Source: an optimization exercise on an open RTL-to-GDS flow (aim: small area and a short achievable clock period). Production flows keep margins and buffers that such runs may drop.
Power and IR drop assume default switching activity.

red:
// alu16bit
module alu16bit (
  input clk,
  input reset,
  input [2:0] operation,
  input [15:0] operand_A,
  input [15:0] operand_B,
  output reg [31:0] result,
  output reg carry_flag,
  output reg zero_flag
);
export LEC_CHECK = 0
export ABC_AREA = 1
export CAP_MARGIN = 20
export CORE_MARGIN = 2
export CORE_UTILIZATION = 40
export GPL_TIMING_DRIVEN = 0
export SLEW_MARGIN = 20
export SYNTH_HIERARCHICAL = 1
create_clock -name core_clock -period 7.2 [get_ports {clk}]
standard.sh (not shown) runs the stock make flow with config.mk's settings and CLKGATE_MAP_FILE= SYNTH_SCRIPT=/design/flow/synth_recipe.tcl, a recipe that flattens the netlist after the stock synthesis.
==> flow/flow/run.sh <==
#!/bin/bash
# The standard layout, with the port buffers made of plain buffers (sky130
# buf_1, which the resizer may upsize) instead of the delay-cell buffers that
# buffer_ports picks by default.
set -euo pipefail
export BUFFER_PORTS_ARGS="-buffer_cell sky130_fd_sc_hd__buf_1"
bash standard.sh > standard.log 2>&1
Relative to red, the following input files were edited for blue:
--- a/flow/design.v
+++ b/flow/design.v
@@ -7,20 +7,18 @@
   output reg [31:0] result,
   output reg carry_flag,
   output reg zero_flag
 );
   wire [15:0] a = operand_A;
   wire [15:0] b = operand_B;
-  wire is_add = ~reset & (operation == 3'd0);
-  wire is_sub = ~reset & (operation == 3'd1);
-  wire is_mul = ~reset & (operation == 3'd2);
+  wire is_add = (operation == 3'd0);
+  wire is_sub = (operation == 3'd1);
+  wire is_mul = (operation == 3'd2);
   wire [15:0] m = is_mul ? b : {15'd0, is_add | is_sub};
   reg [15:0] cv;
   always @(*) begin
-    if (reset) cv = 16'd0;
-    else
     case (operation)
       3'd0: cv = b;
       3'd1: cv = ~b;
       3'd3: cv = a & b;
       3'd4: cv = a | b;
       3'd5: cv = ~(a & b);
@@ -28,13 +26,31 @@
       3'd7: cv = a ^ b;
       default: cv = 16'd0;
     endcase
   end
   wire cin = is_sub;
   wire [15:0] an = ~a;
-  wire [15:0] mn = ~m;
+  wire op_mz = ~(operation[2] | operation[0]);
+  wire [15:0] mn;
+  wire op_an = ~(operation[2] | operation[1]);
+  a31oi um0 (b[0], operation[1], op_mz, op_an, mn[0]);
+  nand3 um1 (b[1], operation[1], op_mz, mn[1]);
+  nand3 um2 (b[2], operation[1], op_mz, mn[2]);
+  nand3 um3 (b[3], operation[1], op_mz, mn[3]);
+  nand3 um4 (b[4], operation[1], op_mz, mn[4]);
+  nand3 um5 (b[5], operation[1], op_mz, mn[5]);
+  nand3 um6 (b[6], operation[1], op_mz, mn[6]);
+  nand3 um7 (b[7], operation[1], op_mz, mn[7]);
+  nand3 um8 (b[8], operation[1], op_mz, mn[8]);
+  nand3 um9 (b[9], operation[1], op_mz, mn[9]);
+  nand3 um10 (b[10], operation[1], op_mz, mn[10]);
+  nand3 um11 (b[11], operation[1], op_mz, mn[11]);
+  nand3 um12 (b[12], operation[1], op_mz, mn[12]);
+  nand3 um13 (b[13], operation[1], op_mz, mn[13]);
+  nand3 um14 (b[14], operation[1], op_mz, mn[14]);
+  nand3 um15 (b[15], operation[1], op_mz, mn[15]);
   wire p1;
   nor2 up1 (an[0], mn[0], p1);
   wire p2;
   nor2 up2 (an[1], mn[0], p2);
   wire p3;
   nor2 up3 (an[2], mn[0], p3);
@@ -1199,17 +1215,23 @@
   ha un908 (is_sub, n824, n908, n909);
   wire [31:0] s = {n908, n907, n903, n902, n898, n897, n894, n891, n887, n886, n882, n881, n877, n876, n873, n870, n866, n865, n862, n859, n855, n854, n850, n849, n846, n842, n717, n715, n713, n711, n709, n707};
   wire borrow = is_sub & s[16];
   wire zero_lo = (s[15:0] == 16'd0);
   wire zero_mul = (a == 16'd0) | (b == 16'd0);
   wire [31:0] r = s;
-  wire z = ~reset & (is_mul ? zero_mul : zero_lo);
+  wire z = is_mul ? zero_mul : zero_lo;
   always @(posedge clk) begin
-    result     <= r;
-    carry_flag <= borrow;
-    zero_flag  <= z;
+    if (reset) begin
+      result     <= 32'b0;
+      carry_flag <= 1'b0;
+      zero_flag  <= 1'b0;
+    end else begin
+      result     <= r;
+      carry_flag <= borrow;
+      zero_flag  <= z;
+    end
   end
 endmodule
 module fa (input a, input b, input c, output s, output co);
   assign s = a ^ b ^ c;
   assign co = (a & b) | (a & c) | (b & c);
 endmodule
@@ -1217,6 +1239,12 @@
   assign s = a ^ b;
   assign co = a & b;
 endmodule
 module nor2 (input a, input b, output y);
   assign y = ~(a | b);
 endmodule
+module a31oi (input a, input b, input c, input d, output y);
+  assign y = ~((a & b & c) | d);
+endmodule
+module nand3 (input a, input b, input c, output y);
+  assign y = ~(a & b & c);
+endmodule
--- outcome ---
blue: all stages complete, timing, DRC and antenna checks passed
In the metrics for red and blue, the one carrying the higher switching part of the total power is blue.
Delta (blue minus red): summed area of non-filler cells in the final layout fell about 2%; part of the power in combinational logic grew by 15 points; total power increased 0.22 mW; layout overhead on the synthesized area moved down.
blue: clock network power 21% below red
The run with more routed wire is blue, not red.
No functional check of the RTL was part of any run of this note.

---

before:
Another version of the RTL of alu16bit (not shown whole).
For scale: ~930 cells after synthesis, roughly 71 I/O pins.
clock: 7.2 ns
lec_check: 0
abc_area: 1
cap_margin: 20
core_margin: 2
core_utilization: 40
gpl_timing_driven: 0
slew_margin: 20
synth_hierarchical: 1
Scripts as last shown in full above: flow/flow/run.sh
For after, these inputs were changed with respect to before:
diff --git a/flow/design.v b/flow/design.v
--- a/flow/design.v
+++ b/flow/design.v
@@ -7,18 +7,20 @@
   output reg [31:0] result,
   output reg carry_flag,
   output reg zero_flag
 );
   wire [15:0] a = operand_A;
   wire [15:0] b = operand_B;
-  wire is_add = (operation == 3'd0);
-  wire is_sub = (operation == 3'd1);
-  wire is_mul = (operation == 3'd2);
+  wire is_add = ~reset & (operation == 3'd0);
+  wire is_sub = ~reset & (operation == 3'd1);
+  wire is_mul = ~reset & (operation == 3'd2);
   wire [15:0] m = is_mul ? b : {15'd0, is_add | is_sub};
   reg [15:0] cv;
   always @(*) begin
+    if (reset) cv = 16'd0;
+    else
     case (operation)
       3'd0: cv = b;
       3'd1: cv = ~b;
       3'd3: cv = a & b;
       3'd4: cv = a | b;
       3'd5: cv = ~(a & b);
@@ -26,13 +28,31 @@
       3'd7: cv = a ^ b;
       default: cv = 16'd0;
     endcase
   end
   wire cin = is_sub;
   wire [15:0] an = ~a;
-  wire [15:0] mn = ~m;
+  wire op_mz = ~(operation[2] | operation[0] | reset);
+  wire [15:0] mn;
+  wire op_an = ~(operation[2] | operation[1] | reset);
+  a31oi um0 (b[0], operation[1], op_mz, op_an, mn[0]);
+  nand3 um1 (b[1], operation[1], op_mz, mn[1]);
+  nand3 um2 (b[2], operation[1], op_mz, mn[2]);
+  nand3 um3 (b[3], operation[1], op_mz, mn[3]);
+  nand3 um4 (b[4], operation[1], op_mz, mn[4]);
+  nand3 um5 (b[5], operation[1], op_mz, mn[5]);
+  nand3 um6 (b[6], operation[1], op_mz, mn[6]);
+  nand3 um7 (b[7], operation[1], op_mz, mn[7]);
+  nand3 um8 (b[8], operation[1], op_mz, mn[8]);
+  nand3 um9 (b[9], operation[1], op_mz, mn[9]);
+  nand3 um10 (b[10], operation[1], op_mz, mn[10]);
+  nand3 um11 (b[11], operation[1], op_mz, mn[11]);
+  nand3 um12 (b[12], operation[1], op_mz, mn[12]);
+  nand3 um13 (b[13], operation[1], op_mz, mn[13]);
+  nand3 um14 (b[14], operation[1], op_mz, mn[14]);
+  nand3 um15 (b[15], operation[1], op_mz, mn[15]);
   wire p1;
   nor2 up1 (an[0], mn[0], p1);
   wire p2;
   nor2 up2 (an[1], mn[0], p2);
   wire p3;
   nor2 up3 (an[2], mn[0], p3);
@@ -1197,23 +1217,17 @@
   ha un908 (is_sub, n824, n908, n909);
   wire [31:0] s = {n908, n907, n903, n902, n898, n897, n894, n891, n887, n886, n882, n881, n877, n876, n873, n870, n866, n865, n862, n859, n855, n854, n850, n849, n846, n842, n717, n715, n713, n711, n709, n707};
   wire borrow = is_sub & s[16];
   wire zero_lo = (s[15:0] == 16'd0);
   wire zero_mul = (a == 16'd0) | (b == 16'd0);
   wire [31:0] r = s;
-  wire z = is_mul ? zero_mul : zero_lo;
+  wire z = ~reset & (is_mul ? zero_mul : zero_lo);
   always @(posedge clk) begin
-    if (reset) begin
-      result     <= 32'b0;
-      carry_flag <= 1'b0;
-      zero_flag  <= 1'b0;
-    end else begin
-      result     <= r;
-      carry_flag <= borrow;
-      zero_flag  <= z;
-    end
+    result     <= r;
+    carry_flag <= borrow;
+    zero_flag  <= z;
   end
 endmodule
 module fa (input a, input b, input c, output s, output co);
   assign s = a ^ b ^ c;
   assign co = (a & b) | (a & c) | (b & c);
 endmodule
@@ -1221,6 +1235,12 @@
   assign s = a ^ b;
   assign co = a & b;
 endmodule
 module nor2 (input a, input b, output y);
   assign y = ~(a | b);
 endmodule
+module a31oi (input a, input b, input c, input d, output y);
+  assign y = ~((a & b & c) | d);
+endmodule
+module nand3 (input a, input b, input c, output y);
+  assign y = ~(a & b & c);
+endmodule
[summary]
[compare] base=before new=after: time the worst path needs with I/O delays and setup has increased, logic gate share of total power now sits lower, height of the chip comparable.
Comparing after and before, share of cell area taken by flip-flops and latches is lower on after.
Portion of the clock cycle consumed by the worst path in the final layout for after: 0.35 points up relative to before
after: global-route wire length before repair lower than before
after falls short of before in synthesized area.
Diff before -> after: design area moved up; CTS buffer count barely changed.
No functional check of the RTL was part of any run of this note.

---

alu16bit, a different RTL version from the one above (not shown whole).
Size: about 940 cells after synthesis, about 71 I/O pins, ~0.0087 sq mm of cells after synthesis.
clock: 7.2 ns
lec_check: 0
abc_area: 1
cap_margin: 20
core_margin: 2
core_utilization: 40
gpl_timing_driven: 0
slew_margin: 20
synth_hierarchical: 1
Scripts as last shown in full above: flow/flow/run.sh
Next try:
--- a/flow/design.v
+++ b/flow/design.v
@@ -5,38 +5,59 @@
   input [15:0] operand_A,
   input [15:0] operand_B,
   output reg [31:0] result,
   output reg carry_flag,
   output reg zero_flag
 );
   wire [15:0] a = operand_A;
   wire [15:0] b = operand_B;
-  wire is_add = (operation == 3'd0);
-  wire is_sub = (operation == 3'd1);
-  wire is_mul = (operation == 3'd2);
+  wire is_add = ~reset & (operation == 3'd0);
+  wire is_sub = ~reset & (operation == 3'd1);
+  wire is_mul = ~reset & (operation == 3'd2);
   wire [15:0] m = is_mul ? b : {15'd0, is_add | is_sub};
   reg [15:0] cv;
   always @(*) begin
+    if (reset) cv = 16'd0;
+    else
     case (operation)
       3'd0: cv = b;
       3'd1: cv = ~b;
       3'd3: cv = a & b;
       3'd4: cv = a | b;
       3'd5: cv = ~(a & b);
       3'd6: cv = ~(a | b);
       3'd7: cv = a ^ b;
       default: cv = 16'd0;
     endcase
   end
   wire cin = is_sub;
   wire [15:0] cvn = ~cv;
   wire is_sub_n = ~is_sub;
   wire [15:0] an = ~a;
-  wire [15:0] mn = ~m;
+  wire [1:0] ism;
+  wire [15:0] mn;
+  dmul ud0 (operation, reset, ism[0]);
+  dmul ud1 (operation, reset, ism[1]);
+  a21oi um0 (b[0], ism[0], is_add | is_sub, mn[0]);
+  nand2 um1 (b[1], ism[0], mn[1]);
+  nand2 um2 (b[2], ism[0], mn[2]);
+  nand2 um3 (b[3], ism[0], mn[3]);
+  nand2 um4 (b[4], ism[0], mn[4]);
+  nand2 um5 (b[5], ism[0], mn[5]);
+  nand2 um6 (b[6], ism[0], mn[6]);
+  nand2 um7 (b[7], ism[0], mn[7]);
+  nand2 um8 (b[8], ism[1], mn[8]);
+  nand2 um9 (b[9], ism[1], mn[9]);
+  nand2 um10 (b[10], ism[1], mn[10]);
+  nand2 um11 (b[11], ism[1], mn[11]);
+  nand2 um12 (b[12], ism[1], mn[12]);
+  nand2 um13 (b[13], ism[1], mn[13]);
+  nand2 um14 (b[14], ism[1], mn[14]);
+  nand2 um15 (b[15], ism[1], mn[15]);
   wire p1;
   nor2 up1 (an[0], mn[0], p1);
   wire p2;
   nor2 up2 (an[1], mn[0], p2);
   wire p3;
   nor2 up3 (an[2], mn[0], p3);
   wire p4;
   nor2 up4 (an[3], mn[0], p4);
@@ -1167,35 +1188,38 @@
   wire n877 = ~n875;
   wire n878, n879;
   ha un878 (is_sub, n794, n878, n879);
   wire [31:0] s = {n878, n877, n873, n872, n868, n867, n864, n861, n857, n856, n852, n851, n847, n846, n843, n840, n836, n835, n832, n829, n825, n824, n820, n819, n816, n812, n687, n685, n683, n681, n679, n677};
   wire borrow = is_sub & s[16];
   wire zero_lo = (s[15:0] == 16'd0);
   wire zero_mul = (a == 16'd0) | (b == 16'd0);
   wire [31:0] r = s;
-  wire z = is_mul ? zero_mul : zero_lo;
+  wire z = ~reset & (is_mul ? zero_mul : zero_lo);
   always @(posedge clk) begin
-    if (reset) begin
-      result     <= 32'b0;
-      carry_flag <= 1'b0;
-      zero_flag  <= 1'b0;
-    end else begin
-      result     <= r;
-      carry_flag <= borrow;
-      zero_flag  <= z;
-    end
+    result     <= r;
+    carry_flag <= borrow;
+    zero_flag  <= z;
   end
 endmodule
 module fa (input a, input b, input c, output s, output co);
   assign s = a ^ b ^ c;
   assign co = (a & b) | (a & c) | (b & c);
 endmodule
 module ha (input a, input b, output s, output co);
   assign s = a ^ b;
   assign co = a & b;
 endmodule
+module nand2 (input a, input b, output y);
+  assign y = ~(a & b);
+endmodule
 module nor2 (input a, input b, output y);
   assign y = ~(a | b);
 endmodule
+module dmul (input [2:0] op, input rst, output y);
+  assign y = ~rst & (op == 3'd2);
+endmodule
+module a21oi (input a, input b, input c, output y);
+  assign y = ~((a & b) | c);
+endmodule
 module o21ai (input a, input b, input c, output y);
   assign y = ~((a | b) & c);
 endmodule
Wire length decreases by 1.2%. Via count decreases by 0.57%. Final area decreases by 0.40%. Setup slack improves by 9.9 ps. Clock-buffer cell count decreases by 1. Power decreases by about 23%. Maximum frequency stays flat. First-iteration DRC count increases by 13%. Synthesized area is about the same. Non-clock buffer count decreases by 11. Die area is about the same. Cell count decreases by about 0.46%.
Function was not checked in any run of this note: the RTL went through the layout flow alone.

## port drivers added, routing unchanged
How much do the figures lean on ideal ports? The routed layouts below were timed once more, with nothing changed but the port constraints.
Step 1 sets driving cells, clkbuf_16 on the clock port and buf_2 on the other inputs (assumed; they add their load-dependent delay and slew).
Step 2 adds t to the input delays and takes it off the output delays; t is the mean of the earliest and latest rising clock arrival at the registers after step 1. Input paths then give back, and output paths get back, about the clock's delay inside the block.
Slacks: no drivers / after step 1 / after step 2; pairs: no drivers / after step 1.
| run | shift t [ns] | slack for setup (ns) | hold WS [ns] | worst slew at a driven data input, ns |
|---|---|---|---|---|
| red | 0.354 | 0.233 / 0.251 / -0.103 | 1.513 / 1.491 / 1.842 | 0.04 |
| blue | 0.314 | 0.247 / 0.252 / -0.062 | 1.549 / 1.536 / 1.844 | 0.07 |
| before | 0.330 | 0.323 / 0.340 / 0.010 | 1.541 / 1.521 / 1.840 | 0.05 |
| after | 0.352 | 0.298 / 0.324 / -0.028 | 1.507 / 1.484 / 1.836 | 0.04 |
| the first run of note 3 | 0.339 | 0.352 / 0.375 / 0.037 | 1.603 / 1.577 / 1.842 | 0.04 |
| the second run of note 3 | 0.341 | 0.362 / 0.386 / 0.045 | 1.720 / 1.695 / 1.841 | 0.05 |
Met with ideal ports but missed after step 2: setup timing in red, blue and after. The setup slack of red, which loses most, moves by +0.018 ns with the drivers and by -0.336 ns with both steps.
